Context: an optimization exercise on an open-source flow, tuned for small area, a short achievable clock period and few clock cycles. The choices shown serve that exercise and are no tape-out recipe.
Where RTL was checked, it was by simulation tests only, not by an equivalence proof against the original.
For runs 1, 2 and 5, only the layout was checked, not whether the RTL still works.
No activity file was given, so power comes from the tool's default toggle rates.

==> flow/design.v <==
module lmfe_med49 (
	clk,
	INS,
	PIX,
	TR,
	INIT,
	PRE,
	ZF,
	MED
);
input			clk;
input	[7:0]	INS;
input	[7:0]	PIX;	 
input	[2:0]	TR;		 
input			INIT;	 
input			PRE;	 
input			ZF;		 
output	[7:0]	MED;	 
reg		[7:0]	slot [0:55];
reg		[55:0]	flag;
reg		[5:0]	Z;		 
reg		[4:0]	L;		 
reg		[5:0]	C0A, C0B, C1A, C1B;	 
reg				sel;	 
reg				d7;
reg		[5:0]	mb;		 
integer			p;
reg		[6:0]	ins_rot;
always @ * begin
	case (TR)
		3'd0: ins_rot = {INS[5:0], INS[6]};
		3'd1: ins_rot = {INS[4:0], INS[6:5]};
		3'd2: ins_rot = {INS[3:0], INS[6:4]};
		3'd3: ins_rot = {INS[2:0], INS[6:3]};
		3'd4: ins_rot = {INS[1:0], INS[6:2]};
		3'd5: ins_rot = {INS[0], INS[6:1]};
		default: ins_rot = INS[6:0];
	endcase
end
wire			init = INIT;
wire	[5:0]	CA = sel ? C0A : C1A;
wire	[5:0]	CB = sel ? C0B : C1B;
wire	[6:0]	s = {2'd0, L} + {1'd0, CA} + {1'd0, CB};
wire	[6:0]	s0 = {2'd0, L} + {1'd0, C0A} + {1'd0, C0B};
wire	[6:0]	s1 = {2'd0, L} + {1'd0, C1A} + {1'd0, C1B};
wire			dec0 = sel ? (s0 >= 7'd25) : (s1 >= 7'd25);	 
reg		[2:0]	znew, zold;
always @ * begin
	znew = 3'd0;
	for (p = 0; p < 4; p = p + 1)
		znew = znew + {2'd0, ~slot[p][7]};
	zold = 3'd0;
	for (p = 46; p < 53; p = p + 1)
		zold = zold + {2'd0, ~slot[p][7]};
end
reg		[5:0]	Z4, ZP;
wire	[5:0]	zpn = Z4 + {5'd0, ~slot[0][7]} + {5'd0, ~PIX[7]};
reg				lt25, lt24;		 
wire	[5:0]	zn = ZP + {5'd0, ~slot[0][7]};
wire			d7n = slot[0][7] ? lt25 : lt24;	 
reg		[56:0]	x0, x1;
always @ * begin
	for (p = 0; p < 56; p = p + 1) begin
		x0[p] = ~slot[p][5] & ((flag[p] & ~slot[p][6]) | ((p < 48) & init & ~slot[p][7]));
		x1[p] = ~slot[p][5] & ((flag[p] & slot[p][6]) | ((p < 48) & init & slot[p][7]));
	end
	x0[56] = init & ~PIX[7] & ~PIX[6];
	x1[56] = init & PIX[7] & ~PIX[6];
end
wire	[5:0]	n0A, n0B, n1A, n1B;
lmfe_popc57 i_pc0 (.x(x0), .A(n0A), .B(n0B));
lmfe_popc57 i_pc1 (.x(x1), .A(n1A), .B(n1B));
assign MED = {d7, mb, ~dec0};
always @ (posedge clk) begin
	slot[0] <= {INS[7], ins_rot};
	for (p = 0; p < 55; p = p + 1)
		slot[p+1] <= {slot[p][7], slot[p][5:0], slot[p][6]};
	mb <= {mb[4:0], ~dec0};
	C0A <= n0A;
	C0B <= n0B;
	C1A <= n1A;
	C1B <= n1B;
	sel <= init ? ~d7n : dec0;
	if (init) begin
		flag[0] <= (PIX[7] == d7n);
		for (p = 0; p < 48; p = p + 1)
			flag[p+1] <= (slot[p][7] == d7n);
		for (p = 48; p < 55; p = p + 1)
			flag[p+1] <= 1'b0;
		d7 <= d7n;
		L  <= d7n ? zn[4:0] : 5'd0;
	end else begin
		flag[0] <= 1'b0;
		for (p = 0; p < 55; p = p + 1)
			flag[p+1] <= flag[p] & (slot[p][6] ^ dec0) & ~PRE;
		if (!dec0) L <= s[4:0];
	end
	Z4 <= Z + {3'd0, znew} - {3'd0, zold};
	ZP <= zpn;
	lt25 <= (zpn < 6'd25);
	lt24 <= (zpn < 6'd24);
	if (ZF)
		Z <= 6'd49;
	else if (init)
		Z <= zn;
end
endmodule
module lmfe_popc57 (x, A, B);
input	[56:0]	x;
output	[5:0]	A;
output	[5:0]	B;
wire s1;
wire c2;
assign s1 = x[0] ^ x[1] ^ x[2];
assign c2 = (x[0] & x[1]) | (x[0] & x[2]) | (x[1] & x[2]);
wire s3;
wire c4;
assign s3 = x[3] ^ x[4] ^ x[5];
assign c4 = (x[3] & x[4]) | (x[3] & x[5]) | (x[4] & x[5]);
wire s5;
wire c6;
assign s5 = x[6] ^ x[7] ^ x[8];
assign c6 = (x[6] & x[7]) | (x[6] & x[8]) | (x[7] & x[8]);
wire s7;
wire c8;
assign s7 = x[9] ^ x[10] ^ x[11];
assign c8 = (x[9] & x[10]) | (x[9] & x[11]) | (x[10] & x[11]);
wire s9;
wire c10;
assign s9 = x[12] ^ x[13] ^ x[14];
assign c10 = (x[12] & x[13]) | (x[12] & x[14]) | (x[13] & x[14]);
wire s11;
wire c12;
assign s11 = x[15] ^ x[16] ^ x[17];
assign c12 = (x[15] & x[16]) | (x[15] & x[17]) | (x[16] & x[17]);
wire s13;
wire c14;
assign s13 = x[18] ^ x[19] ^ x[20];
assign c14 = (x[18] & x[19]) | (x[18] & x[20]) | (x[19] & x[20]);
wire s15;
wire c16;
assign s15 = x[21] ^ x[22];
assign c16 = x[21] & x[22];
wire s17;
wire c18;
assign s17 = x[23] ^ x[24] ^ x[25];
assign c18 = (x[23] & x[24]) | (x[23] & x[25]) | (x[24] & x[25]);
wire s19;
wire c20;
assign s19 = x[26] ^ x[27] ^ x[28];
assign c20 = (x[26] & x[27]) | (x[26] & x[28]) | (x[27] & x[28]);
wire s21;
wire c22;
assign s21 = x[29] ^ x[30] ^ x[31];
assign c22 = (x[29] & x[30]) | (x[29] & x[31]) | (x[30] & x[31]);
wire s23;
wire c24;
assign s23 = x[32] ^ x[33] ^ x[34];
assign c24 = (x[32] & x[33]) | (x[32] & x[34]) | (x[33] & x[34]);
wire s25;
wire c26;
assign s25 = x[35] ^ x[36] ^ x[37];
assign c26 = (x[35] & x[36]) | (x[35] & x[37]) | (x[36] & x[37]);
wire s27;
wire c28;
assign s27 = x[38] ^ x[39] ^ x[40];
assign c28 = (x[38] & x[39]) | (x[38] & x[40]) | (x[39] & x[40]);
wire s29;
wire c30;
assign s29 = x[41] ^ x[42] ^ x[43];
assign c30 = (x[41] & x[42]) | (x[41] & x[43]) | (x[42] & x[43]);
wire s31;
wire c32;
assign s31 = x[44] ^ x[45] ^ x[46];
assign c32 = (x[44] & x[45]) | (x[44] & x[46]) | (x[45] & x[46]);
wire s33;
wire c34;
assign s33 = x[47] ^ x[48] ^ x[49];
assign c34 = (x[47] & x[48]) | (x[47] & x[49]) | (x[48] & x[49]);
wire s35;
wire c36;
assign s35 = x[50] ^ x[51] ^ x[52];
assign c36 = (x[50] & x[51]) | (x[50] & x[52]) | (x[51] & x[52]);
wire s37;
wire c38;
assign s37 = x[53] ^ x[54] ^ x[55];
assign c38 = (x[53] & x[54]) | (x[53] & x[55]) | (x[54] & x[55]);
wire s39;
wire c40;
assign s39 = x[56] ^ s1;
assign c40 = x[56] & s1;
wire s41;
wire c42;
assign s41 = c2 ^ c4;
assign c42 = c2 & c4;
wire s43;
wire c44;
assign s43 = s3 ^ s5 ^ s7;
assign c44 = (s3 & s5) | (s3 & s7) | (s5 & s7);
wire s45;
wire c46;
assign s45 = s9 ^ s11 ^ s13;
assign c46 = (s9 & s11) | (s9 & s13) | (s11 & s13);
wire s47;
wire c48;
assign s47 = s15 ^ s17 ^ s19;
assign c48 = (s15 & s17) | (s15 & s19) | (s17 & s19);
wire s49;
wire c50;
assign s49 = c6 ^ c8 ^ c10;
assign c50 = (c6 & c8) | (c6 & c10) | (c8 & c10);
wire s51;
wire c52;
assign s51 = c12 ^ c14 ^ c16;
assign c52 = (c12 & c14) | (c12 & c16) | (c14 & c16);
wire s53;
wire c54;
assign s53 = c18 ^ c20 ^ c22;
assign c54 = (c18 & c20) | (c18 & c22) | (c20 & c22);
wire s55;
wire c56;
assign s55 = c24 ^ c26 ^ c28;
assign c56 = (c24 & c26) | (c24 & c28) | (c26 & c28);
wire s57;
wire c58;
assign s57 = c30 ^ c32;
assign c58 = c30 & c32;
wire s59;
wire c60;
assign s59 = s21 ^ s23 ^ s25;
assign c60 = (s21 & s23) | (s21 & s25) | (s23 & s25);
wire s61;
wire c62;
assign s61 = s27 ^ s29 ^ s31;
assign c62 = (s27 & s29) | (s27 & s31) | (s29 & s31);
wire s63;
wire c64;
assign s63 = c34 ^ c36 ^ c38;
assign c64 = (c34 & c36) | (c34 & c38) | (c36 & c38);
wire s65;
wire c66;
assign s65 = c40 ^ s41 ^ c44;
assign c66 = (c40 & s41) | (c40 & c44) | (s41 & c44);
wire s67;
wire c68;
assign s67 = c46 ^ c48 ^ s49;
assign c68 = (c46 & c48) | (c46 & s49) | (c48 & s49);
wire s69;
wire c70;
assign s69 = s33 ^ s35 ^ s37;
assign c70 = (s33 & s35) | (s33 & s37) | (s35 & s37);
wire s71;
wire c72;
assign s71 = s39 ^ s43;
assign c72 = s39 & s43;
wire s73;
wire c74;
assign s73 = s51 ^ s53 ^ s55;
assign c74 = (s51 & s53) | (s51 & s55) | (s53 & s55);
wire s75;
wire c76;
assign s75 = s57 ^ c60 ^ c62;
assign c76 = (s57 & c60) | (s57 & c62) | (c60 & c62);
wire s77;
wire c78;
assign s77 = s63 ^ s65;
assign c78 = s63 & s65;
wire s79;
wire c80;
assign s79 = c42 ^ c50 ^ c52;
assign c80 = (c42 & c50) | (c42 & c52) | (c50 & c52);
wire s81;
wire c82;
assign s81 = c54 ^ c56 ^ c58;
assign c82 = (c54 & c56) | (c54 & c58) | (c56 & c58);
wire s83;
wire c84;
assign s83 = c64 ^ c66 ^ c68;
assign c84 = (c64 & c66) | (c64 & c68) | (c66 & c68);
wire s85;
wire c86;
assign s85 = s45 ^ s47 ^ s59;
assign c86 = (s45 & s47) | (s45 & s59) | (s47 & s59);
wire s87;
wire c88;
assign s87 = s67 ^ c70 ^ c72;
assign c88 = (s67 & c70) | (s67 & c72) | (c70 & c72);
wire s89;
wire c90;
assign s89 = s73 ^ s75;
assign c90 = s73 & s75;
wire s91;
wire c92;
assign s91 = c74 ^ c76 ^ c78;
assign c92 = (c74 & c76) | (c74 & c78) | (c76 & c78);
wire s93;
wire c94;
assign s93 = s79 ^ s81 ^ s83;
assign c94 = (s79 & s81) | (s79 & s83) | (s81 & s83);
wire s95;
wire c96;
assign s95 = c80 ^ c82;
assign c96 = c80 & c82;
wire s97;
wire c98;
assign s97 = s61 ^ s69;
assign c98 = s61 & s69;
wire s99;
wire c100;
assign s99 = s77 ^ c86 ^ s87;
assign c100 = (s77 & c86) | (s77 & s87) | (c86 & s87);
wire s101;
wire c102;
assign s101 = c88 ^ c90 ^ s91;
assign c102 = (c88 & c90) | (c88 & s91) | (c90 & s91);
wire s103;
wire c104;
assign s103 = c84 ^ c92 ^ c94;
assign c104 = (c84 & c92) | (c84 & c94) | (c92 & c94);
wire s105;
wire c106;
assign s105 = s71 ^ s85;
assign c106 = s71 & s85;
wire s107;
wire c108;
assign s107 = s89 ^ c98 ^ s99;
assign c108 = (s89 & c98) | (s89 & s99) | (c98 & s99);
wire s109;
wire c110;
assign s109 = s93 ^ c100 ^ s101;
assign c110 = (s93 & c100) | (s93 & s101) | (c100 & s101);
wire s111;
wire c112;
assign s111 = s95 ^ c102 ^ s103;
assign c112 = (s95 & c102) | (s95 & s103) | (c102 & s103);
wire s113;
wire c114;
assign s113 = c96 ^ c104;
assign c114 = c96 & c104;
assign A = {c114, c112, c110, c108, c106, s97};
assign B = {1'b0, s113, s111, s109, s107, s105};
endmodule
module lmfe_filter_ctrl (
	clk,
	RST,
	IEN,
	DIN,
	Q,
	MED,
	A,
	D,
	CEN,
	WEN,
	INS,
	PIX,
	TR,
	INIT,
	PRE,
	ZF,
	DOUT,
	OV,
	BZ
);
input			clk;
input			RST;
input			IEN;
input	[7:0]	DIN;
input	[7:0]	Q;
input	[7:0]	MED;
output	[9:0]	A;
output	[7:0]	D;
output			CEN;
output			WEN;
output	[7:0]	INS;
output	[7:0]	PIX;
output	[2:0]	TR;
output			INIT;
output			PRE;
output			ZF;
output	[7:0]	DOUT;
output			OV;
output			BZ;
localparam ST_IDL  = 2'd0;
localparam ST_LOAD = 2'd1;
localparam ST_RUN  = 2'd2;
localparam ST_END  = 2'd3;
reg		[9:0]	A;
reg		[7:0]	D;
reg				CEN;
reg				WEN;
reg		[7:0]	DOUT;
reg				OV;
reg				BZ;
reg		[1:0]	state;
reg		[2:0]	t;		 
reg		[7:0]	j;		 
reg		[7:0]	y;		 
reg				v1, v2;	 
reg				d1, d2;	 
reg				pv;		 
reg				okA, okB;	 
reg				INIT;		 
reg				PRE;		 
wire	run = (state == ST_RUN);
wire	col_in = ~j[7];						 
wire	[7:0] yt = y + {5'd0, t};			 
wire	rd_ok = run && col_in && (t != 3'd6) && (yt >= 8'd3) && (yt <= 8'd130);
wire	wr_ok = run && col_in && (y <= 8'd124);
wire	[2:0] rrow = y[2:0] + t + 3'd5;		 
wire	[2:0] wrow = y[2:0] + 3'd3;			 
wire	last_load = (y[1:0] == 2'd2) && (j[6:0] == 7'd127);
wire	last_col = (j == 8'd130);
assign TR = (t >= 3'd2) ? (t - 3'd2) : (t + 3'd5);
assign ZF = ~run;
assign INS = v2 ? (d2 ? D : Q) : 8'd0;
assign PIX = pv ? D : 8'd0;
always @ (posedge clk, posedge RST) begin
	if (RST) begin
		state <= ST_IDL;
		CEN <= 1'b1;
		WEN <= 1'b1;
		OV <= 1'b0;
		BZ <= 1'b0;
		okA <= 1'b0;
		okB <= 1'b0;
	end else begin
		OV <= 1'b0;
		case (state)
			ST_IDL: begin
				CEN <= ~IEN;
				WEN <= ~IEN;
				if (IEN) state <= ST_LOAD;	 
			end
			ST_LOAD: begin
				CEN <= 1'b0;
				WEN <= 1'b0;
				if (last_load) begin
					BZ <= 1'b1;
					state <= ST_RUN;
				end
			end
			ST_RUN: begin
				CEN <= (t == 3'd6) ? ~wr_ok : ~rd_ok;
				WEN <= (t != 3'd6);
				BZ <= ~((t == 3'd4) && wr_ok);
				if (t == 3'd1) OV <= okB;
				if (t == 3'd6) begin
					okA <= (j >= 8'd3) && ~y[7];
					okB <= okA;
				end
				if ((y == 8'd128) && (j == 8'd1) && (t == 3'd1))
					state <= ST_END;
			end
			ST_END: begin
				CEN <= 1'b1;
				WEN <= 1'b1;
				BZ <= 1'b1;
			end
		endcase
	end
end
always @ (posedge clk) begin
	v2 <= v1;
	d2 <= d1;
	v1 <= 1'b0;
	d1 <= 1'b0;
	INIT <= run && (t == 3'd0);
	PRE <= run && (t == 3'd6);
	case (state)
		ST_IDL: begin
			pv <= 1'b0;
			A <= 10'd0;
			D <= DIN;
			j <= 8'd1;
			y <= 8'd0;
		end
		ST_LOAD: begin
			A <= {1'b0, y[1:0], j[6:0]};
			D <= DIN;
			{y[1:0], j[6:0]} <= {y[1:0], j[6:0]} + 9'd1;
			if (last_load) begin
				t <= 3'd0;
				j <= 8'd0;
				y <= 8'd0;
			end
		end
		ST_RUN: begin
			if (t == 3'd6) begin
				A <= {wrow, j[6:0]};
				pv <= wr_ok;
				v1 <= wr_ok;
				d1 <= 1'b1;
			end else begin
				A <= {rrow, j[6:0]};
				v1 <= rd_ok;
			end
			if (t == 3'd5) D <= DIN;
			if (t == 3'd1) DOUT <= MED;
			if (t == 3'd6) begin
				t <= 3'd0;
				if (last_col) begin
					j <= 8'd0;
					y <= y + 8'd1;
				end else begin
					j <= j + 8'd1;
				end
			end else begin
				t <= t + 3'd1;
			end
		end
		default: begin
		end
	endcase
end
endmodule
module lmfe_top (
	clk,
	reset,
	Din,
	in_en,
	busy,
	out_valid,
	Dout,
	sram_a,
	sram_d,
	sram_cen,
	sram_wen,
	sram_q
);
input			clk;
input			reset;
input	[7:0]	Din;
input			in_en;
output			busy;
output			out_valid;
output	[7:0]	Dout;
output	[9:0]	sram_a;
output	[7:0]	sram_d;
output			sram_cen;
output			sram_wen;
input	[7:0]	sram_q;
wire	[7:0]	ins;
wire	[7:0]	pix;
wire	[2:0]	tr;
wire			init;
wire			pre;
wire			zforce;
wire	[7:0]	med;
lmfe_filter_ctrl i_lmfe_filter_ctrl (
	.clk	(clk),
	.RST	(reset),
	.IEN	(in_en),
	.DIN	(Din),
	.Q		(sram_q),
	.MED	(med),
	.A		(sram_a),
	.D		(sram_d),
	.CEN	(sram_cen),
	.WEN	(sram_wen),
	.INS	(ins),
	.PIX	(pix),
	.TR		(tr),
	.INIT	(init),
	.PRE	(pre),
	.ZF		(zforce),
	.DOUT	(Dout),
	.OV		(out_valid),
	.BZ		(busy)
);
lmfe_med49 i_lmfe_med49 (
	.clk	(clk),
	.INS	(ins),
	.PIX	(pix),
	.TR		(tr),
	.INIT	(init),
	.PRE	(pre),
	.ZF		(zforce),
	.MED	(med)
);
endmodule
==> flow/flow/run.sh <==
#!/bin/bash
set -euo pipefail
bash standard.sh SETUP_SLACK_MARGIN=6.5 finish > standard.log 2>&1
==> flow/standard.sh <==
#!/bin/bash
# synth_recipe.tcl (not shown) runs the flow's synth.tcl, then flattens the netlist and writes it again
# the make line also repeats each setting of config.mk as NAME=value (left out here)
make -C /OpenROAD-flow-scripts/flow DESIGN_CONFIG=/design/flow/config.mk WORK_HOME=/design/flow/orfs CLKGATE_MAP_FILE= SYNTH_SCRIPT=/design/flow/synth_recipe.tcl "${@:-finish}"
==> flow/config.mk <==
export PLATFORM = sky130hd
export DESIGN_NAME = lmfe_top
export DESIGN_NICKNAME = lmfe_top
export VERILOG_FILES = /design/flow/design.v
export SDC_FILE = /design/flow/constraint.sdc
export NUM_CORES = 4
export LEC_CHECK = 0
export CAP_MARGIN = 20
export CORE_MARGIN = 2
export CORE_UTILIZATION = 40
export CTS_CLUSTER_DIAMETER = 60
export CTS_CLUSTER_SIZE = 24
export PLACE_DENSITY = 0.55
export SLEW_MARGIN = 20
==> flow/constraint.sdc <==
create_clock -name core_clock -period 10.0 [get_ports {clk}]
set_input_delay 2.0000 -clock core_clock [delete_from_list [all_inputs] [get_ports {clk}]]
set_output_delay 2.0000 -clock core_clock [all_outputs]
set_load 0.01 [all_outputs]
==> results.json, run 1 <==
{
  "die_area_mm2": 0.05747,
  "grt.overflow.total": 0,
  "port_buffers": 48,
  "grt_pass1_vias": 13540,
  "r2r_slack_ns": 5.78,
  "clkPwrFrac": 0.436,
  "num_vias": 13100,
  "die_h_um": 239.7,
  "cpPeakStageDelay_ns": 0.58,
  "min_period_over_period": 0.4220,
  "drc": 0,
  "synth_cell_type_count": 66,
  "p_total_mw": 4.324,
  "stdcell_area_mm2": 0.02592,
  "internal_power_mw": 3.368,
  "avgSynthCellArea_um2": 11.75,
  "io_pins": 49,
  "p_leak_nw": 10.15,
  "wl_per_cell_um": 16.93,
  "grt_use_total": 0.1602,
  "final_util": 0.4713,
  "wl_mm": 46.27,
  "rsz0062_at_grt": "true",
  "crit_slowest_cell": "fa_2",
  "netlist_top_cells_count": "dfxtp_1, nand2_1, inv_1",
  "required_ns": 10.52,
  "synth.largest_area_cell": "dfxtp_1",
  "worstPathArrival_ns": 4.74,
  "cts_root_buf": "clkbuf_16",
  "max_freq_ghz": 0.2370,
  "htreeDepth": 2,
  "power_frac_comb": 0.003,
  "cts_tree": "yes",
  "synth-edff-count": 52,
  "drv_slew": 0,
  "hold_class": "flop to flop",
  "path_clk_slew_ns": 0.09,
  "worst_pin_slew_ns": 1.124,
  "coreArea_mm2": 0.05499,
  "ir_drop_uv": 161.0,
  "maxCapViolations": 0,
  "dr.pass1.iters": 5,
  "hpwl_mm": 30.52,
  "die_width_um": 239.7,
  "hold_viol_final": 0,
  "cp_common_cell": "fa_2",
  "clock_path_buffers": 3,
  "swShare": 0.2210,
  "drt_iter0_markers": 667,
  "fin_worst_skew_ns": 0.02237,
  "synth_nets": 2100,
  "async_flop_share": 0.01331,
  "crit_path_end_kind": "flop",
  "antenna_found_initial": 1,
  "ys_warn_count": 3,
  "fill_cells": 5005,
  "postLayoutSetupSlackWorst_ns": 5.780,
  "pwr-share-seq": 0.560,
  "clock_sinks": 601,
  "routabilityCongestion": 0.8515,
  "synth-main-ff-cell": "dfxtp_1",
  "grt_pass1_wl_mm": 72.41,
  "via_per_inst": 4.796,
  "period_minus_slack_ns": 4.220,
  "ys_seq_elements": 601,
  "switchingPower_mw": 0.9555,
  "critPathMaxFanout": 6,
  "p_per_area_mw_per_mm2": 166.8,
  "grt_max_degree": 53,
  "initial_core_util": 0.4042,
  "drive_gt1_frac": 0.1135,
  "relSlewSlack": 0.2506,
  "syn_inst": 1891,
  "netlist_top_cells_area": "dfxtp_1, fa_1, edfxtp_1",
  "crit_type": "flop to flop",
  "setup_viol": 0,
  "yosysMostFrequentCell": "dfxtp_1",
  "yosysSeqAreaShare": 0.5666,
  "post-synth-top-area-fraction": 0.4873,
  "pre_cts_ws_ns": 4.633,
  "outcome": "finished clean",
  "syn_to_final_growth_pct": 16.59,
  "num_rows": 86,
  "postRouteAntennaNets": 0,
  "crit_chain": "buf_12 > buf_16 > nand2_4 > a21oi_2 > fa_2 > inv_2 > fa_2 > fa_2 > inv_2 > ha_4 > fa_1 > inv_1 > fa_1 > inv_2 > fa_2",
  "nets": 2162,
  "clk_latency_ns": 0.59,
  "critPathLaunchType": "flop",
  "fin_setup_tns_ns": 0,
  "dpl_cell_area_mm2": 0.02357,
  "synthesis.area_mm2": 0.02223,
  "cts_made_buffers": 42
}
layout by cell type (no fill, tap or decap), types with 23 or more instances in the layout:
master	netlist	final
a21o_1	62	62
a21oi_1	72	60
clkbuf_16	0	52
clkdlybuf4s50_1	0	32
dfxtp_1	541	538
edfxtp_1	52	52
fa_1	119	92
fa_2	0	27
ha_1	71	64
inv_1	176	165
nand2_1	195	191
nand2b_1	97	97
nor2_1	35	35
o21ai_0	29	28
o311ai_1	0	23
or4_1	50	50
xor2_1	60	59
final cells by class:
class                           instances  area [µm²]  area share
Inverter                              176       663.1     0.02559
Clock inverter                         25       360.3     0.01390
Clock buffer                           49        1172     0.04524
Timing Repair Buffer                   82        1087     0.04195
Tap cell                              748       935.9     0.03611
Antenna cell                            1       2.502  0.00009656
Sequential cell                       601       12600      0.4862
Multi-Input combinational cell       1050        9094      0.3509
what timing repair did:
action                     4_1_cts  5_1_grt
setup endpoints to repair      100       85
hold buffers                     0        0
resized for setup               67       67
pin swaps                        4       19
buffers inserted                10        4
cloned                           5        7
hold endpoints to repair         0        0
state kept, by name (all words and copies together), names as in the netlist, 2 cells and up:
| name | count |
|---|---|
| i_lmfe_med49.slot | 430 |
| i_lmfe_filter_ctrl.t | 3 |
| i_lmfe_med49.C0B | 5 |
| i_lmfe_med49.Z4 | 6 |
| i_lmfe_filter_ctrl.D | 8 |
| i_lmfe_med49.ZP | 6 |
| i_lmfe_med49.mb | 6 |
| i_lmfe_filter_ctrl.y | 8 |
| i_lmfe_med49.C1B | 5 |
| i_lmfe_med49.C0A | 6 |
| i_lmfe_filter_ctrl.A | 10 |
| i_lmfe_filter_ctrl.j | 8 |
| i_lmfe_filter_ctrl.state | 2 |
| i_lmfe_med49.Z | 6 |
| i_lmfe_med49.flag | 56 |
| i_lmfe_filter_ctrl.DOUT | 8 |
| i_lmfe_med49.C1A | 6 |
| i_lmfe_med49.L | 5 |
cell families after synthesis:
kind of cell	synth area share
flip-flops	0.5666
AND/OR/NAND/NOR	0.1161
AO/OA/AOI/OAI	0.08218
buffers and inverters	0.04143
adder cells (fa/ha/maj)	0.1471
XOR/XNOR	0.03270
multiplexers	0.01379
through the flow:
stage	std cells	hold WS [ns]
CTS	2720	0.3185
detailed placement	2631	0.3121
global route	2731	0.3262
floorplan	1891	0.3096
global placement	2631	0.3097
finish	2732	0.3173
critical path, delay by kind of cell (launching register included):
kind	cells	cell delay, ns
buf+inv	6	0.49
flops	1	0.37
fa+ha+maj	7	3.18
compound gates	1	0.07
simple gates	1	0.05
worst paths after layout:
kind / depth (start not counted) / to / startpoint
max: 15 / i_lmfe_med49.C1B[2] / i_lmfe_filter_ctrl.INIT
min: 0 / i_lmfe_med49.slot[15][5] / i_lmfe_med49.slot[14][4]
max reg2reg: 15 / i_lmfe_med49.C1B[2] / i_lmfe_filter_ctrl.INIT
min reg2reg: 0 / i_lmfe_med49.slot[15][5] / i_lmfe_med49.slot[14][4]
max in group asynchronous: 2 / i_lmfe_filter_ctrl.WEN / reset
min in group asynchronous: 2 / i_lmfe_filter_ctrl.BZ / reset
layer usage:
layer  global-route usage  wire [µm]  share of wire  vias to the layer above
li1                     -          -              -                     6408
met1               0.2113      21250           0.46                     6392
met2               0.2646      21800           0.47                      222
met3              0.02801       1895          0.041                       81
met4              0.05701       1311          0.028                        0
met5                    0          0              0                        -
power groups by stage:
stage	logic (mW)	registers (mW)	clock network [mW]
3_5_place_dp	0.0165	2.48	0
2_1_floorplan	0.00340	2.48	0
3_3_place_gp	0.0164	2.48	0
5_1_grt	0.0166	2.42	2.04
6_report	0.0151	2.42	1.89
4_1_cts	0.0154	2.42	1.94
==> inputs of run 2 (changes only) <==
--- a/flow/config.mk
+++ b/flow/config.mk
@@ -8,7 +8,5 @@
 export CAP_MARGIN = 20
 export CORE_MARGIN = 2
 export CORE_UTILIZATION = 40
-export CTS_CLUSTER_DIAMETER = 60
-export CTS_CLUSTER_SIZE = 24
 export PLACE_DENSITY = 0.55
 export SLEW_MARGIN = 20
==> run 2 against run 1 <==
Effect of this change:
- sequential share of layout area shrank 1.2 points
- area after synthesis stayed put
- total power grew 9.5%
- synthesized cell count is the same
- clock power rose by 21%
- critical path depth is the same
- still clean
- clock skew about the same
- hold slack worse by 0.0058 ns
- design area is 2.6% higher
- non-clock buffer count up 13
- global-route usage grew 0.18 points
- highest routed layer is now met5
- via count up 1.3%
==> results.json, run 2 <==
{
  "die_area_mm2": 0.05747,
  "crit_type": "flop to flop",
  "crit_slowest_cell": "fa_2",
  "hpwl_mm": 30.52,
  "crit_chain": "buf_6 > buf_16 > nand2_4 > a21oi_4 > fa_2 > inv_2 > fa_2 > fa_2 > inv_2 > ha_4 > fa_1 > inv_1 > fa_1 > inv_2 > fa_2",
  "largest_reg_flops": 430,
  "ctsHoldBuffers": 0,
  "netlist_top_cells_count": "dfxtp_1, nand2_1, inv_1",
  "syn_inst": 1891,
  "period_minus_slack_ns": 4.271,
  "critPathMaxFanout": 7,
  "ys_seq_elements": 601,
  "worstPathArrival_ns": 4.83,
  "hold_ws_ns": 0.3115,
  "avgSynthCellArea_um2": 11.75,
  "routabilityCongestion": 0.8515,
  "syn_to_final_growth_pct": 19.65,
  "max_freq_ghz": 0.2342,
  "hold_class": "flop to flop",
  "layoutNonFillerInstCount": 2781,
  "post-synth-top-area-fraction": 0.4873,
  "die_width_um": 239.7,
  "initial_core_util": 0.4042,
  "pre_cts_ws_ns": 4.633,
  "cts_tree": "yes",
  "async_flop_share": 0.01331,
  "htreeDepth": 2,
  "synth.largest_area_cell": "dfxtp_1",
  "cp_num_buf_inv": 6,
  "path_delay_family": "adder cells",
  "rsz0062_at_grt": "true",
  "die_h_um": 239.7,
  "drv_slew": 0,
  "wl_per_cell_um": 16.84,
  "num_antenna_cells": 0,
  "synth_cell_type_count": 66,
  "final_cell_mix": "dfxtp_1, nand2_1, inv_1",
  "clk_latency_ns": 0.62,
  "fill_cells": 4935,
  "crit_path_end_kind": "flop",
  "regMostFlops": "i_lmfe_med49.slot",
  "io_pins": 49,
  "relSlewSlack": 0.2804,
  "outcome": "finished clean",
  "synth_nets": 2100,
  "required_ns": 10.56,
  "postRouteAntennaNets": 0,
  "via_per_inst": 4.775,
  "clock_path_buffers": 3,
  "postLayoutSetupSlackWorst_ns": 5.729,
  "nets": 2192,
  "path_clk_slew_ns": 0.07,
  "wl_mm": 46.84,
  "setup_viol": 0,
  "netlist_top_cells_area": "dfxtp_1, fa_1, edfxtp_1",
  "drc": 0,
  "cp_common_cell": "fa_2",
  "maxCapViolations": 0,
  "grt_pass1_vias": 13820,
  "hold_viol_final": 0,
  "grt_use_total": 0.1620,
  "ys_warn_count": 3,
  "port_buffers": 48,
  "grt_max_degree": 53,
  "worst_pin_slew_ns": 1.079,
  "synth-edff-count": 52,
  "fin_worst_skew_ns": 0.02286,
  "antenna_found_initial": 3,
  "synthesis.area_mm2": 0.02223,
  "numPlacedInstances": 2631,
  "yosysMostFrequentCell": "dfxtp_1",
  "coreArea_mm2": 0.05499,
  "synth-main-ff-cell": "dfxtp_1",
  "p_leak_nw": 10.51,
  "clock_sinks": 601,
  "grt_pass1_wl_mm": 73.18,
  "fin_setup_tns_ns": 0,
  "cpPeakStageDelay_ns": 0.58,
  "cts_root_buf": "clkbuf_16",
  "critPathLaunchType": "flop",
  "drt_iter0_markers": 714,
  "p_per_area_mw_per_mm2": 178.0,
  "dr.pass1.iters": 5,
  "cts_made_buffers": 59,
  "num_rows": 86,
  "grt.overflow.total": 0,
  "min_period_over_period": 0.4271,
  "layout_commonest_cell": "dfxtp_1",
  "ir_drop_uv": 131.7,
  "yosysSeqAreaShare": 0.5666,
  "largestRegisters": "i_lmfe_med49.slot: 430 flops, i_lmfe_med49.flag: 56 flops, i_lmfe_filter_ctrl.A: 10 flops",
  "p_total_mw": 4.735,
  "num_vias": 13280,
  "drive_gt1_frac": 0.1323
}
[run 2: cell counts after synthesis]
No cell type changed its count.
[run 2: path summary, 6_finish.rpt]
path | startpoint | end | slack, ns | cells after the start
worst max register to register | i_lmfe_filter_ctrl.INIT | i_lmfe_med49.C1B[2] | 5.73 | 15
max in group asynchronous | reset | i_lmfe_filter_ctrl.CEN | 8.02 | 2
worst min register to register | i_lmfe_med49.slot[36][1] | i_lmfe_med49.slot[37][2] | 0.31 | 0
min in group asynchronous | reset | i_lmfe_filter_ctrl.BZ | 1.67 | 2
worst max-delay path | i_lmfe_filter_ctrl.INIT | i_lmfe_med49.C1B[2] | 5.73 | 15
worst min-delay path | i_lmfe_med49.slot[36][1] | i_lmfe_med49.slot[37][2] | 0.31 | 0
[run 2: layer usage]
| layer | part of all wire | vias to the layer above | global-route usage | wire, µm |
|---|---|---|---|---|
| li1 | - | 6477 | - | - |
| met1 | 0.46 | 6457 | 0.2118 | 21370 |
| met2 | 0.46 | 233 | 0.2668 | 21770 |
| met3 | 0.047 | 110 | 0.03434 | 2186 |
| met4 | 0.032 | 2 | 0.05417 | 1498 |
| met5 | 0.00028 | - | 0 | 13 |
[run 2: timing repair]
item                       CTS  global route
resized for setup           77            94
setup endpoints to repair  118            81
gates cloned                 4             8
setup buffers               12            15
pin swaps                    1            21
[run 2: through the flow]
step / util / cell area, µm²
after detailed placement: 0.4286 / 23570
after global placement: 0.4286 / 23570
after global routing: 0.4837 / 26590
final: 0.4837 / 26590
after floorplan: - / 22400
after CTS: 0.4724 / 25970
[run 2: worst register-to-register path, cell delays in order (launching register included)]
cell	delay (ns)
dfxtp_4	0.41
buf_6	0.17
buf_16	0.14
nand2_4	0.07
a21oi_4	0.06
fa_2	0.58
inv_2	0.05
fa_2	0.39
fa_2	0.56
inv_2	0.05
ha_4	0.15
fa_1	0.50
inv_1	0.06
fa_1	0.49
inv_2	0.04
fa_2	0.51
[run 2: kinds of logic (layout without fill, tap and decap cells)]
| group | after synthesis | in the layout | share of synthesized area |
|---|---|---|---|
| AOI/OAI and AO/OA | 258 | 258 | 0.08218 |
| xor gates and xnor gates | 83 | 83 | 0.03270 |
| adders and majority gates | 190 | 190 | 0.1471 |
| buffers and inverters | 240 | 382 | 0.04143 |
| DFF | 601 | 601 | 0.5666 |
| muxes | 29 | 29 | 0.01379 |
| and+or+nand+nor | 490 | 490 | 0.1161 |
[run 2: report_power, final]
group	total, mW	internal, mW	switching, mW	leakage [nW]
logic	0.0155	0.00955	0.00590	4.54
registers	2.43	2.43	0.00131	4.97
clock network	2.29	1.36	0.933	1.00
total	4.74	3.79	0.940	10.5
[run 2: cell type report]
cell class,count,area (µm²),share of cell area
Multi-Input combinational cell,1050,9166,0.3447
Clock buffer,85,1719,0.06464
Tap cell,748,935.9,0.03519
Inverter,176,663.1,0.02494
Sequential cell,601,12600,0.4739
Clock inverter,26,340.3,0.01280
Timing Repair Buffer,95,1167,0.04390
==> inputs of run 3 (changes only) <==
--- a/flow/design.v
+++ b/flow/design.v
@@ -18,7 +18,6 @@
 output	[7:0]	MED;	 
 reg		[7:0]	slot [0:55];
 reg		[55:0]	flag;
-reg		[5:0]	Z;		 
 reg		[4:0]	L;		 
 reg		[5:0]	C0A, C0B, C1A, C1B;	 
 reg				sel;	 
@@ -44,17 +43,8 @@
 wire	[6:0]	s0 = {2'd0, L} + {1'd0, C0A} + {1'd0, C0B};
 wire	[6:0]	s1 = {2'd0, L} + {1'd0, C1A} + {1'd0, C1B};
 wire			dec0 = sel ? (s0 >= 7'd25) : (s1 >= 7'd25);	 
-reg		[2:0]	znew, zold;
-always @ * begin
-	znew = 3'd0;
-	for (p = 0; p < 4; p = p + 1)
-		znew = znew + {2'd0, ~slot[p][7]};
-	zold = 3'd0;
-	for (p = 46; p < 53; p = p + 1)
-		zold = zold + {2'd0, ~slot[p][7]};
-end
-reg		[5:0]	Z4, ZP;
-wire	[5:0]	zpn = Z4 + {5'd0, ~slot[0][7]} + {5'd0, ~PIX[7]};
+reg		[5:0]	QZ, ZP;
+wire	[5:0]	zpn = QZ + {5'd0, ~slot[0][7]} + {5'd0, ~PIX[7]} - {5'd0, ~slot[48][7]} - {5'd0, ~slot[47][7]};
 reg				lt25, lt24;		 
 wire	[5:0]	zn = ZP + {5'd0, ~slot[0][7]};
 wire			d7n = slot[0][7] ? lt25 : lt24;	 
@@ -95,14 +85,13 @@
 			flag[p+1] <= flag[p] & (slot[p][6] ^ dec0) & ~PRE;
 		if (!dec0) L <= s[4:0];
 	end
-	Z4 <= Z + {3'd0, znew} - {3'd0, zold};
 	ZP <= zpn;
 	lt25 <= (zpn < 6'd25);
 	lt24 <= (zpn < 6'd24);
 	if (ZF)
-		Z <= 6'd49;
-	else if (init)
-		Z <= zn;
+		QZ <= 6'd48;
+	else
+		QZ <= QZ + {5'd0, ~slot[0][7]} - {5'd0, ~slot[48][7]};
 end
 endmodule
 module lmfe_popc57 (x, A, B);
@@ -495,7 +484,6 @@
 				v1 <= rd_ok;
 			end
 			if (t == 3'd5) D <= DIN;
-			if (t == 3'd1) DOUT <= MED;
 			if (t == 3'd6) begin
 				t <= 3'd0;
 				if (last_col) begin
@@ -509,8 +497,10 @@
 			end
 		end
 		default: begin
+			A <= {rrow, j[6:0]};
 		end
 	endcase
+	DOUT <= MED;	 
 end
 endmodule
 module lmfe_top (
==> flow/flow/run.sh (replaced) <==
#!/bin/bash
set -euo pipefail
bash standard.sh SETUP_SLACK_MARGIN=7 finish > standard.log 2>&1
--- a/flow/config.mk
+++ b/flow/config.mk
@@ -8,5 +8,7 @@
 export CAP_MARGIN = 20
 export CORE_MARGIN = 2
 export CORE_UTILIZATION = 40
+export CTS_CLUSTER_DIAMETER = 60
+export CTS_CLUSTER_SIZE = 24
 export PLACE_DENSITY = 0.55
 export SLEW_MARGIN = 20
==> run 3 against run 2 <==
Effect of this change:
- still clean on timing, DRC and antenna
- die area down 2.7%
- non-clock buffer count up 15
- via count increased by 0.88%
- global-route usage is 0.55 points higher
- hold slack improved by 0.0055 ns
- total power rose by 110%
- worst setup slack worse by 0.00053 ns
- largest cell class unchanged
==> results.json, run 3 <==
{
  "grt_use_total": 0.1675,
  "period_minus_slack_ns": 4.271,
  "r2r_slack_ns": 5.73,
  "hold_viol_final": 0,
  "largestRegisters": "i_lmfe_med49.slot: 426 flops, i_lmfe_med49.flag: 56 flops, i_lmfe_filter_ctrl.A: 10 flops",
  "ctsHoldBuffers": 0,
  "netlist_top_cells_area": "dfxtp_1, fa_1, edfxtp_1",
  "synthSimpleGateAreaFrac": 0.1162,
  "fin_setup_tns_ns": 0,
  "async_flop_share": 0.01370,
  "hpwl_mm": 29.01,
  "die_width_um": 236.5,
  "synth_top_family_by_area": "adder cells",
  "final_cell_mix": "dfxtp_1, inv_1, nand2_1",
  "setup_viol": 0,
  "path_clk_slew_ns": 0.08,
  "regMostFlops": "i_lmfe_med49.slot",
  "p_leak_nw": 10.10,
  "worst_pin_slew_ns": 1.000,
  "cts_tree": "yes",
  "io_pins": 49,
  "fill_cells": 4827,
  "hp-start": "i_lmfe_med49.slot[22][4]",
  "synth-compound-area-share": 0.07723,
  "synth_nets": 2099,
  "ir_drop_uv": 236.7,
  "min_period_over_period": 0.4271,
  "htreeDepth": 2,
  "crit_path_end_kind": "flop",
  "outcome": "finished clean",
  "r2r-start": "i_lmfe_filter_ctrl.INIT",
  "grt.overflow.total": 0,
  "wl_mm": 48.22,
  "synthesis.area_mm2": 0.02163,
  "crit_chain": "buf_12 > buf_16 > a22oi_2 > nor2_1 > fa_2 > fa_1 > inv_2 > fa_2 > fa_1 > inv_1 > fa_2 > fa_2 > fa_2",
  "postRouteAntennaNets": 0,
  "min_to": "i_lmfe_med49.slot[23][5]",
  "synth-main-ff-cell": "dfxtp_1",
  "yosysMostFrequentCell": "dfxtp_1",
  "relSlewSlack": 0.3332,
  "initial_core_util": 0.4035,
  "dr.pass1.iters": 5,
  "drive_gt1_frac": 0.1781,
  "whs_path_depth": 0,
  "critPathMaxFanout": 7,
  "syn_inst": 1895,
  "die_area_mm2": 0.05594,
  "cpPeakStageDelay_ns": 0.57,
  "ys_warn_count": 3,
  "synth.largest_area_cell": "dfxtp_1",
  "avgSynthCellArea_um2": 11.41,
  "clock_sinks": 584,
  "cp_common_cell": "fa_2",
  "die_h_um": 236.5,
  "layout_commonest_cell": "dfxtp_1",
  "port_buffers": 48,
  "nets": 2184,
  "r2r_cells": 13,
  "clock_path_buffers": 3,
  "post-synth-top-area-fraction": 0.5017,
  "synth_adder_area_share": 0.1463,
  "coreArea_mm2": 0.05360,
  "cts_root_buf": "clkbuf_16",
  "largest_reg_flops": 426,
  "worstPathArrival_ns": 4.74,
  "maxCapViolations": 0,
  "wl_per_cell_um": 17.80,
  "netlist_top_cells_count": "dfxtp_1, inv_1, nand2_1",
  "grt_pass1_vias": 13500,
  "drt_iter0_markers": 817,
  "critPathLaunchType": "flop",
  "ys_seq_elements": 584,
  "routabilityCongestion": 0.8129,
  "synth_cell_type_count": 67,
  "yosys-mux-area-fraction": 0.01412,
  "synth_xor_xnor_area_share": 0.03598,
  "hold_class": "flop to flop",
  "fin_worst_skew_ns": 0.02505,
  "syn_to_final_growth_pct": 19.61,
  "synth-edff-count": 34,
  "grt_pass1_wl_mm": 74.01,
  "via_per_inst": 4.945,
  "num_rows": 85,
  "regToRegEndpoint": "i_lmfe_med49.C1B[3]",
  "clk_latency_ns": 0.59,
  "crit_slowest_cell": "fa_1",
  "drc": 0,
  "yosysSeqAreaShare": 0.5583,
  "layoutNonFillerInstCount": 2709,
  "antenna_found_initial": 1,
  "p_per_area_mw_per_mm2": 390.0,
  "crit_type": "flop to flop",
  "cts_made_buffers": 42,
  "rsz0062_at_grt": "true",
  "hold_ws_ns": 0.3171,
  "required_ns": 10.47,
  "max_freq_ghz": 0.2341,
  "num_vias": 13400,
  "grt_max_degree": 62,
  "drv_slew": 0,
  "numPlacedInstances": 2573
}
==> run 3: cell types whose count changed in the layout (fill, tap and decap cells not counted), moves of 23 or more <==
cell,before,now
nand3_1,19,66
dlygate4sd2_1,30,0
a22oi_1,9,39
a21o_1,62,6
nand2_1,190,146
o22ai_1,5,37
o211ai_1,2,54
nand2b_1,96,33
xor2_1,59,19
inv_1,166,189
xnor2_1,21,68
a21oi_1,60,22
==> run 3: per-layer routing <==
metal  GRT usage  up-vias  part of all wire
met5           0        -                 0
met4     0.05946        0             0.031
met3     0.02320       77             0.048
met2      0.2756      279              0.47
met1      0.2267     6555              0.45
li1            -     6485                 -
==> run 3: worst max-delay path: cells and delay by family (launching register included) <==
family | cells | cell delay (ns)
buf+inv | 4 | 0.37
flops | 1 | 0.39
fa+ha+maj | 7 | 3.15
compound gates | 1 | 0.14
simple gates | 1 | 0.08
==> run 3: through the flow <==
stage                     utilization  worst slack [ns]  area, µm²  power, mW
final                          0.4826             5.729      25870      10.09
after global routing           0.4825             5.604      25860      10.82
after CTS                      0.4693             5.771      25160      9.572
after detailed placement       0.4257             4.855      22820      6.952
after global placement         0.4252             4.942      22790      6.872
after floorplan                     -             5.911      21780      5.937
==> run 3: kinds of logic after synthesis <==
kind of cell | after synthesis
AOI/OAI and AO/OA | 249
xor gates and xnor gates | 88
adders and majority gates | 185
buffers and inverters | 279
DFF | 584
muxes | 29
and+or+nand+nor | 481
==> run 3: layout make-up <==
cell class	instances	area, µm²	share of cell area
inverter	205	808.3	0.03125
sequential	584	12090	0.4675
tap	696	870.8	0.03366
multi-input combinational	1032	8981	0.3472
antenna	3	7.507	0.0002902
clock buffer	47	1154	0.04459
timing repair buffer	110	1456	0.05630
timing repair inverter	5	103.9	0.004015
clock inverter	27	392.9	0.01519
==> run 3: what timing repair did <==
action,CTS,global route
pin swaps,49,36
setup buffers,20,18
setup endpoints to repair,114,115
gates cloned,13,8
resized for setup,215,95
==> run 3: where the power goes <==
part | leakage (nW) | internal [mW] | switching [mW]
Combinational | 4.47 | 2.08 | 2.46
Clock | 0.753 | 0.951 | 0.933
Sequential | 4.88 | 3.13 | 0.532
Total | 10.1 | 6.16 | 3.93
==> run 3: worst max path at each step <==
stage,startpoint,to,slack [ns],cells past startpoint
5_1_grt,i_lmfe_filter_ctrl.INIT,i_lmfe_med49.C0B[2],5.60,14
2_1_floorplan,i_lmfe_filter_ctrl.INIT,i_lmfe_med49.C0B[2],5.91,16
3_3_place_gp,i_lmfe_filter_ctrl.INIT,i_lmfe_med49.C1B[2],4.94,13
3_5_place_dp,i_lmfe_filter_ctrl.INIT,i_lmfe_med49.C1B[3],4.86,11
4_1_cts,i_lmfe_filter_ctrl.INIT,i_lmfe_med49.C1B[3],5.77,13
6_report,i_lmfe_filter_ctrl.INIT,i_lmfe_med49.C1B[3],5.73,13
Testbench counts of run 3, summed over its fixed seeds: cycles 706,620.
==> inputs of run 4 (changes only) <==
==> flow/flow/run.sh (replaced) <==
#!/bin/bash
set -euo pipefail
bash standard.sh SETUP_SLACK_MARGIN=6.5 finish > standard.log 2>&1
==> run 4 against run 3 <==
Effect of this change:
- non-clock buffer count is 25 lower
- count of clock-buffer cells in the layout decreased by 4
- via count down 2.2%
- combinational power fell by 19%
- hold slack better by 0.0068 ns
- register-to-register slack gained 0.02 ns
- worst setup slack better by 0.017 ns
- global-route usage down 0.66 points
==> results.json, run 4 <==
{
  "outcome": "finished clean",
  "synth-edff-count": 34,
  "syn_inst": 1895,
  "ctsHoldBuffers": 0,
  "hpwl_mm": 29.11,
  "ys_seq_elements": 584,
  "io_pins": 49,
  "grtUsageMet1": 0.2153,
  "dr.pass1.iters": 7,
  "ys_warn_count": 3,
  "dpl_cell_area_mm2": 0.02280,
  "final_cell_mix": "dfxtp_1, inv_1, nand2_1",
  "ir_drop_uv": 210.2,
  "initial_core_util": 0.4035,
  "crit_end": "i_lmfe_med49.C1B[3]",
  "worstPathArrival_ns": 4.71,
  "avgSynthCellArea_um2": 11.41,
  "layout_commonest_cell": "dfxtp_1",
  "wl_mm": 44.82,
  "drv_slew": 0,
  "grt_pass1_vias": 13140,
  "cp_common_cell": "fa_2",
  "critPathMaxFanout": 13,
  "clock_sinks": 584,
  "coreArea_mm2": 0.05360,
  "port_buffers": 48,
  "num_rows": 85,
  "register_area_mm2": 0.01208,
  "regToRegEndpoint": "i_lmfe_med49.C1B[3]",
  "cts_root_buf": "clkbuf_16",
  "antenna_found_initial": 0,
  "use_met2": 0.2702,
  "grt_max_degree": 62,
  "die_width_um": 236.5,
  "postRouteAntennaNets": 0,
  "crit_path_end_kind": "flop",
  "largest_reg_flops": 426,
  "r2r_slack_ns": 5.75,
  "wl_per_cell_um": 16.74,
  "clock_path_buffers": 3,
  "fin_worst_skew_ns": 0.01530,
  "cts_tree": "yes",
  "crit_chain": "buf_12 > buf_12 > a22oi_2 > nor2_2 > fa_2 > fa_1 > inv_2 > fa_2 > fa_1 > inv_1 > fa_2 > fa_2 > fa_2",
  "regMostFlops": "i_lmfe_med49.slot",
  "use_met3": 0.02355,
  "multi_input_area_mm2": 0.008778,
  "max_freq_ghz": 0.2350,
  "stdcell_area_mm2": 0.02500,
  "p_per_area_mw_per_mm2": 364.3,
  "yosysMostFrequentCell": "dfxtp_1",
  "synth-main-ff-cell": "dfxtp_1",
  "setup_viol": 0,
  "grt.overflow.total": 0,
  "relSlewSlack": 0.3357,
  "via_per_inst": 4.895,
  "r2r_cells": 13,
  "clk_latency_ns": 0.59,
  "syn_to_final_growth_pct": 15.58,
  "routabilityCongestion": 0.8095,
  "crit_type": "flop to flop",
  "num_vias": 13110,
  "synth.largest_area_cell": "dfxtp_1",
  "drc": 0,
  "synth_nets": 2099,
  "nets": 2158,
  "cts_made_buffers": 41,
  "fill_cells": 4913,
  "critPathLaunchType": "flop",
  "post-synth-top-area-fraction": 0.5017,
  "yosysSeqAreaShare": 0.5583,
  "path_clk_slew_ns": 0.08,
  "crit_slowest_cell": "fa_2",
  "grt-busiest-layer": "met2",
  "grt_pass1_wl_mm": 71.29,
  "die_area_mm2": 0.05594,
  "period_minus_slack_ns": 4.255,
  "drive_gt1_frac": 0.1222,
  "netlist_top_cells_count": "dfxtp_1, inv_1, nand2_1",
  "netlist_top_cells_area": "dfxtp_1, fa_1, edfxtp_1",
  "min_period_over_period": 0.4255,
  "htreeDepth": 2,
  "p_leak_nw": 9.720,
  "num_antenna_cells": 0,
  "hold_class": "flop to flop",
  "worst_pin_slew_ns": 0.9964,
  "grt_use_total": 0.1610,
  "synth_cell_type_count": 67,
  "async_flop_share": 0.01370,
  "die_h_um": 236.5,
  "largestRegisters": "i_lmfe_med49.slot: 426 flops, i_lmfe_med49.flag: 56 flops, i_lmfe_filter_ctrl.A: 10 flops",
  "maxCapViolations": 0,
  "required_ns": 10.45,
  "rsz0062_at_grt": "true",
  "hold_viol_final": 0,
  "cpPeakStageDelay_ns": 0.54,
  "r2r-start": "i_lmfe_filter_ctrl.INIT",
  "drt_iter0_markers": 748,
  "synthesis.area_mm2": 0.02163,
  "fin_setup_tns_ns": 0,
  "cp-startpoint": "i_lmfe_filter_ctrl.INIT"
}
-- run 4: cell counts after synthesis --
No cell type changed its count.
-- run 4: critical path, delay by kind of cell (launching register included) --
| family | cells | cell delay, ns |
|---|---|---|
| adders and majority gates | 7 | 3.11 |
| buffers and inverters | 4 | 0.41 |
| DFF | 1 | 0.36 |
| AOI/OAI and AO/OA | 1 | 0.16 |
| and+or+nand+nor | 1 | 0.07 |
-- run 4: repair_timing --
action	CTS	global route
endpoints found under the setup margin	93	75
cloned	7	2
setup buffers	21	4
pin swaps	23	27
hold endpoints to repair	0	0
gates resized for setup	65	48
-- run 4: through the flow --
step | cells | power (mW) | worst slack [ns] | hold WS (ns) | util
after floorplan | 1895 | 5.918 | 5.911 | 0.3096 | -
after global placement | 2572 | 6.870 | 4.951 | 0.3098 | 0.4249
after detailed placement | 2573 | 6.937 | 4.887 | 0.3121 | 0.4253
after CTS | 2671 | 9.072 | 5.768 | 0.3272 | 0.4625
after global routing | 2677 | 9.826 | 5.647 | 0.3278 | 0.4663
final | 2677 | 9.105 | 5.745 | 0.3239 | 0.4663
-- run 4: final cells by class --
class | count | area share
Sequential cell | 584 | 0.4833
Inverter | 205 | 0.03183
Timing Repair Buffer | 85 | 0.03989
Tap cell | 696 | 0.03484
Clock inverter | 27 | 0.01622
Multi-Input combinational cell | 1035 | 0.3512
Clock buffer | 43 | 0.04175
Timing Repair inverter | 2 | 0.001001
-- run 4: how the worst min path moves through the flow --
stage,start,to,depth (start not counted)
finish,i_lmfe_med49.slot[49][4],i_lmfe_med49.slot[50][5],0
global route,i_lmfe_med49.slot[49][4],i_lmfe_med49.slot[50][5],0
CTS,i_lmfe_med49.slot[49][4],i_lmfe_med49.slot[50][5],0
detailed placement,i_lmfe_med49.slot[10][2],i_lmfe_med49.slot[11][3],0
global placement,i_lmfe_med49.slot[54][4],i_lmfe_med49.slot[55][5],0
floorplan,i_lmfe_filter_ctrl.d1,i_lmfe_filter_ctrl.d2,0
-- run 4: power breakdown --
group | internal (mW) | switching [mW]
Sequential | 3.13 | 0.518
Clock | 0.897 | 0.904
Combinational | 1.55 | 2.11
Total | 5.58 | 3.53
-- run 4: kinds of logic (layout without fill, tap and decap cells) --
logic type               count (synthesis)  in the layout  synth area share
AND/OR/NAND/NOR                        481            484            0.1162
multiplexers                            29             29           0.01412
adder cells (fa/ha/maj)                185            185            0.1463
XOR/XNOR                                88             88           0.03599
flip-flops                             584            584            0.5583
buffers and inverters                  279            362           0.05189
AO/OA/AOI/OAI                          249            249           0.07724
-- run 4: per-layer routing --
| metal | vias up | wire [µm] |
|---|---|---|
| li1 | 6405 | - |
| met3 | 60 | 1675 |
| met2 | 228 | 21240 |
| met5 | - | 0 |
| met4 | 0 | 952 |
| met1 | 6412 | 20950 |
==> inputs of run 5 (changes only) <==
--- a/flow/design.v
+++ b/flow/design.v
@@ -48,11 +48,18 @@
 reg				lt25, lt24;		 
 wire	[5:0]	zn = ZP + {5'd0, ~slot[0][7]};
 wire			d7n = slot[0][7] ? lt25 : lt24;	 
+reg				ia, ib;
+always @ (posedge clk) begin
+	ia <= PRE;
+	ib <= (TR == 3'd5);
+end
 reg		[56:0]	x0, x1;
+reg				ix;
 always @ * begin
 	for (p = 0; p < 56; p = p + 1) begin
-		x0[p] = ~slot[p][5] & ((flag[p] & ~slot[p][6]) | ((p < 48) & init & ~slot[p][7]));
-		x1[p] = ~slot[p][5] & ((flag[p] & slot[p][6]) | ((p < 48) & init & slot[p][7]));
+		ix = (p < 16) ? init : (p < 32) ? ia : (p < 48) ? ib : 1'b0;
+		x0[p] = ~slot[p][5] & ((flag[p] & ~slot[p][6]) | (ix & ~slot[p][7]));
+		x1[p] = ~slot[p][5] & ((flag[p] & slot[p][6]) | (ix & slot[p][7]));
 	end
 	x0[56] = init & ~PIX[7] & ~PIX[6];
 	x1[56] = init & PIX[7] & ~PIX[6];
==> run 5 against run 4 <==
Effect of this change:
- utilization fell by 0.18 points
- first-iteration DRC count fell by 19%
- sequential power rose by 5%
- critical path type unchanged
- largest cell class unchanged
- largest power group is now sequential cells
- highest routed layer unchanged
==> results.json, run 5 <==
{
  "hp-start": "i_lmfe_med49.slot[44][1]",
  "wl_per_cell_um": 16.03,
  "syn_inst": 1793,
  "routabilityCongestion": 0.8104,
  "min_to": "i_lmfe_med49.slot[45][2]",
  "synth-edff-count": 34,
  "drt_iter0_markers": 609,
  "synthesis.area_mm2": 0.02122,
  "die_width_um": 234.3,
  "crit_chain": "clkbuf_16 > a22oi_1 > or2_2 > fa_1 > fa_2 > fa_2 > inv_1 > ha_2 > fa_1 > inv_1 > fa_1 > inv_1 > fa_1",
  "num_antenna_cells": 0,
  "worst_pin_slew_ns": 0.9433,
  "cp_common_cell": "fa_1",
  "syn_to_final_growth_pct": 15.06,
  "p_per_area_mw_per_mm2": 358.3,
  "maxCapViolations": 0,
  "final_cell_mix": "dfxtp_1, inv_1, nand2_1",
  "netlist_top_cells_count": "dfxtp_1, inv_1, fa_1",
  "clk_latency_ns": 0.59,
  "hpwl_mm": 28.12,
  "num_vias": 12240,
  "clock_sinks": 586,
  "yosysMostFrequentCell": "dfxtp_1",
  "clock_path_buffers": 3,
  "whs_path_depth": 0,
  "hold_viol_final": 0,
  "r2r-start": "i_lmfe_filter_ctrl.INIT",
  "fill_cells": 4798,
  "initial_core_util": 0.4037,
  "worstPathArrival_ns": 4.66,
  "largest_reg_flops": 426,
  "grt_max_degree": 51,
  "drv_slew": 0,
  "final_util": 0.4645,
  "path_clk_slew_ns": 0.09,
  "critPathLaunchType": "flop",
  "post-synth-top-area-fraction": 0.5133,
  "synth_cell_type_count": 66,
  "die_area_mm2": 0.05490,
  "ctsHoldBuffers": 0,
  "cts_made_buffers": 42,
  "via_per_inst": 4.744,
  "drc": 0,
  "io_pins": 49,
  "r2r_cells": 13,
  "antenna_found_initial": 0,
  "rsz0062_at_grt": "true",
  "dr.pass1.iters": 5,
  "crit_type": "flop to flop",
  "regToRegEndpoint": "i_lmfe_med49.C1B[2]",
  "period_minus_slack_ns": 4.203,
  "port_buffers": 48,
  "fin_setup_tns_ns": 0,
  "dpl_cell_area_mm2": 0.02246,
  "nets": 2069,
  "min_period_over_period": 0.4203,
  "num_rows": 84,
  "synth-main-ff-cell": "dfxtp_1",
  "relSlewSlack": 0.3663,
  "async_flop_share": 0.01365,
  "grt_pass1_vias": 12320,
  "cpPeakStageDelay_ns": 0.56,
  "layout_commonest_cell": "dfxtp_1",
  "coreArea_mm2": 0.05255,
  "crit_slowest_cell": "fa_2",
  "p_leak_nw": 9.973,
  "max_freq_ghz": 0.2379,
  "critPathMaxFanout": 5,
  "fin_worst_skew_ns": 0.02233,
  "htreeDepth": 2,
  "ir_drop_uv": 145.9,
  "netlist_top_cells_area": "dfxtp_1, fa_1, edfxtp_1",
  "cp_num_buf_inv": 4,
  "ys_seq_elements": 586,
  "postRouteAntennaNets": 0,
  "grt.overflow.total": 0,
  "grt_pass1_wl_mm": 66.20,
  "outcome": "finished clean",
  "largestRegisters": "i_lmfe_med49.slot: 426 flops, i_lmfe_med49.flag: 56 flops, i_lmfe_filter_ctrl.A: 10 flops",
  "drive_gt1_frac": 0.1152,
  "path_delay_family": "adder cells",
  "regMostFlops": "i_lmfe_med49.slot",
  "grt_use_total": 0.1539,
  "hold_class": "flop to flop",
  "yosysSeqAreaShare": 0.5710,
  "synth.largest_area_cell": "dfxtp_1",
  "cts_root_buf": "clkbuf_16",
  "stdcell_area_mm2": 0.02441,
  "ys_warn_count": 3,
  "crit_path_end_kind": "flop",
  "cts_tree": "yes",
  "synth_nets": 1998,
  "setup_viol": 0,
  "avgSynthCellArea_um2": 11.83,
  "wl_mm": 41.38,
  "die_h_um": 234.3,
  "r2r_slack_ns": 5.80,
  "required_ns": 10.46
}
run 5: layer usage:
metal,track usage,up-vias,routed length (µm)
met2,0.2508,224,19060
met1,0.2094,5892,19520
li1,-,6057,-
met4,0.05051,0,1042
met5,0,-,0
met3,0.02408,70,1767
run 5: worst reg2reg max path, delay by kind of cell (launching register included):
family / cells / cell delay [ns]
buffers and inverters: 4 / 0.32
flip-flops: 1 / 0.42
AND/OR/NAND/NOR: 1 / 0.30
AO/OA/AOI/OAI: 1 / 0.07
adder cells (fa/ha/maj): 7 / 2.98
run 5: final cells by class:
class / instances / area [µm²] / share of cell area
multi-input combinational: 951 / 8302 / 0.3401
clock inverter: 27 / 322.8 / 0.01322
timing repair buffer: 77 / 834.6 / 0.03419
sequential: 586 / 12130 / 0.4967
timing repair inverter: 2 / 27.53 / 0.001128
tap: 688 / 860.8 / 0.03526
inverter: 204 / 808.3 / 0.03311
clock buffer: 46 / 1130 / 0.04628
run 5: cells by family after synthesis:
group           Yosys count  synth area share
buf+inv                 256           0.04830
simple gates            361           0.08734
mux                      31           0.01539
xor+xnor                110           0.04541
fa+ha+maj               186            0.1497
flops                   586            0.5710
compound gates          263           0.08286
run 5: how the worst max path moves through the flow:
stage                            start             endpoint  slack [ns]  depth (start not counted)
2_1_floorplan  i_lmfe_filter_ctrl.INIT  i_lmfe_med49.C1B[2]        5.88                         16
3_3_place_gp   i_lmfe_filter_ctrl.INIT  i_lmfe_med49.C0B[2]        5.13                         14
3_5_place_dp   i_lmfe_filter_ctrl.INIT  i_lmfe_med49.C0B[2]        5.08                         14
4_1_cts        i_lmfe_filter_ctrl.INIT  i_lmfe_med49.C1B[3]        5.78                         11
5_1_grt        i_lmfe_filter_ctrl.INIT  i_lmfe_med49.C1B[2]        5.73                         15
6_report       i_lmfe_filter_ctrl.INIT  i_lmfe_med49.C1B[2]        5.80                         13
run 5: through the flow:
stage	power, mW	hold slack (ns)	cells	setup WS (ns)
2_1_floorplan	5.890	0.3096	1793	5.879
3_3_place_gp	6.809	0.3098	2484	5.129
3_5_place_dp	6.867	0.3121	2484	5.082
4_1_cts	8.762	0.3242	2568	5.783
5_1_grt	9.472	0.3316	2581	5.730
6_report	8.746	0.3215	2581	5.797
run 5: report_power, final:
| part | internal, mW | total [mW] | leakage [nW] | switching, mW |
|---|---|---|---|---|
| clock network | 0.876 | 1.79 | 0.716 | 0.911 |
| logic | 1.40 | 3.14 | 4.33 | 1.74 |
| registers | 3.27 | 3.82 | 4.92 | 0.558 |
| total | 5.54 | 8.75 | 9.97 | 3.21 |
run 5: timing repair:
| item | CTS | global route |
|---|---|---|
| setup buffers | 8 | 9 |
| pin swaps | 1 | 9 |
| gates cloned | 3 | 4 |
| setup endpoints to repair | 54 | 48 |
| gates resized for setup | 31 | 44 |

## afterwards: timing with drivers on the ports
How much do the figures lean on ideal ports? The routed layouts below were timed once more, with nothing changed but the port constraints.
Step 1: set_driving_cell puts a clkbuf_16 on clk and a buf_2 on each other input, an assumption about the parent block.
Step 2 adds t to the input delays and takes it off the output delays; t is the mean of the earliest and latest rising clock arrival at the registers after step 1. Input paths then give back, and output paths get back, about the clock's delay inside the block.
Three values: no drivers, after step 1, after step 2; two values: the first two.
run | shift t [ns] | setup slack, ns | worst setup path after step 2 | slew at the worst register clock pin (ns)
run 1 | 0.633 | 5.780 / 5.780 / 5.780 | register to register | 0.09 / 0.09
run 2 | 0.673 | 5.729 / 5.729 / 5.729 | register to register | 0.07 / 0.07
run 3 | 0.641 | 5.729 / 5.729 / 5.729 | register to register | 0.09 / 0.09
run 4 | 0.637 | 5.745 / 5.745 / 5.745 | register to register | 0.09 / 0.09
run 5 | 0.635 | 5.797 / 5.797 / 5.797 | register to register | 0.09 / 0.09
After both steps setup and hold are still met in every run listed.
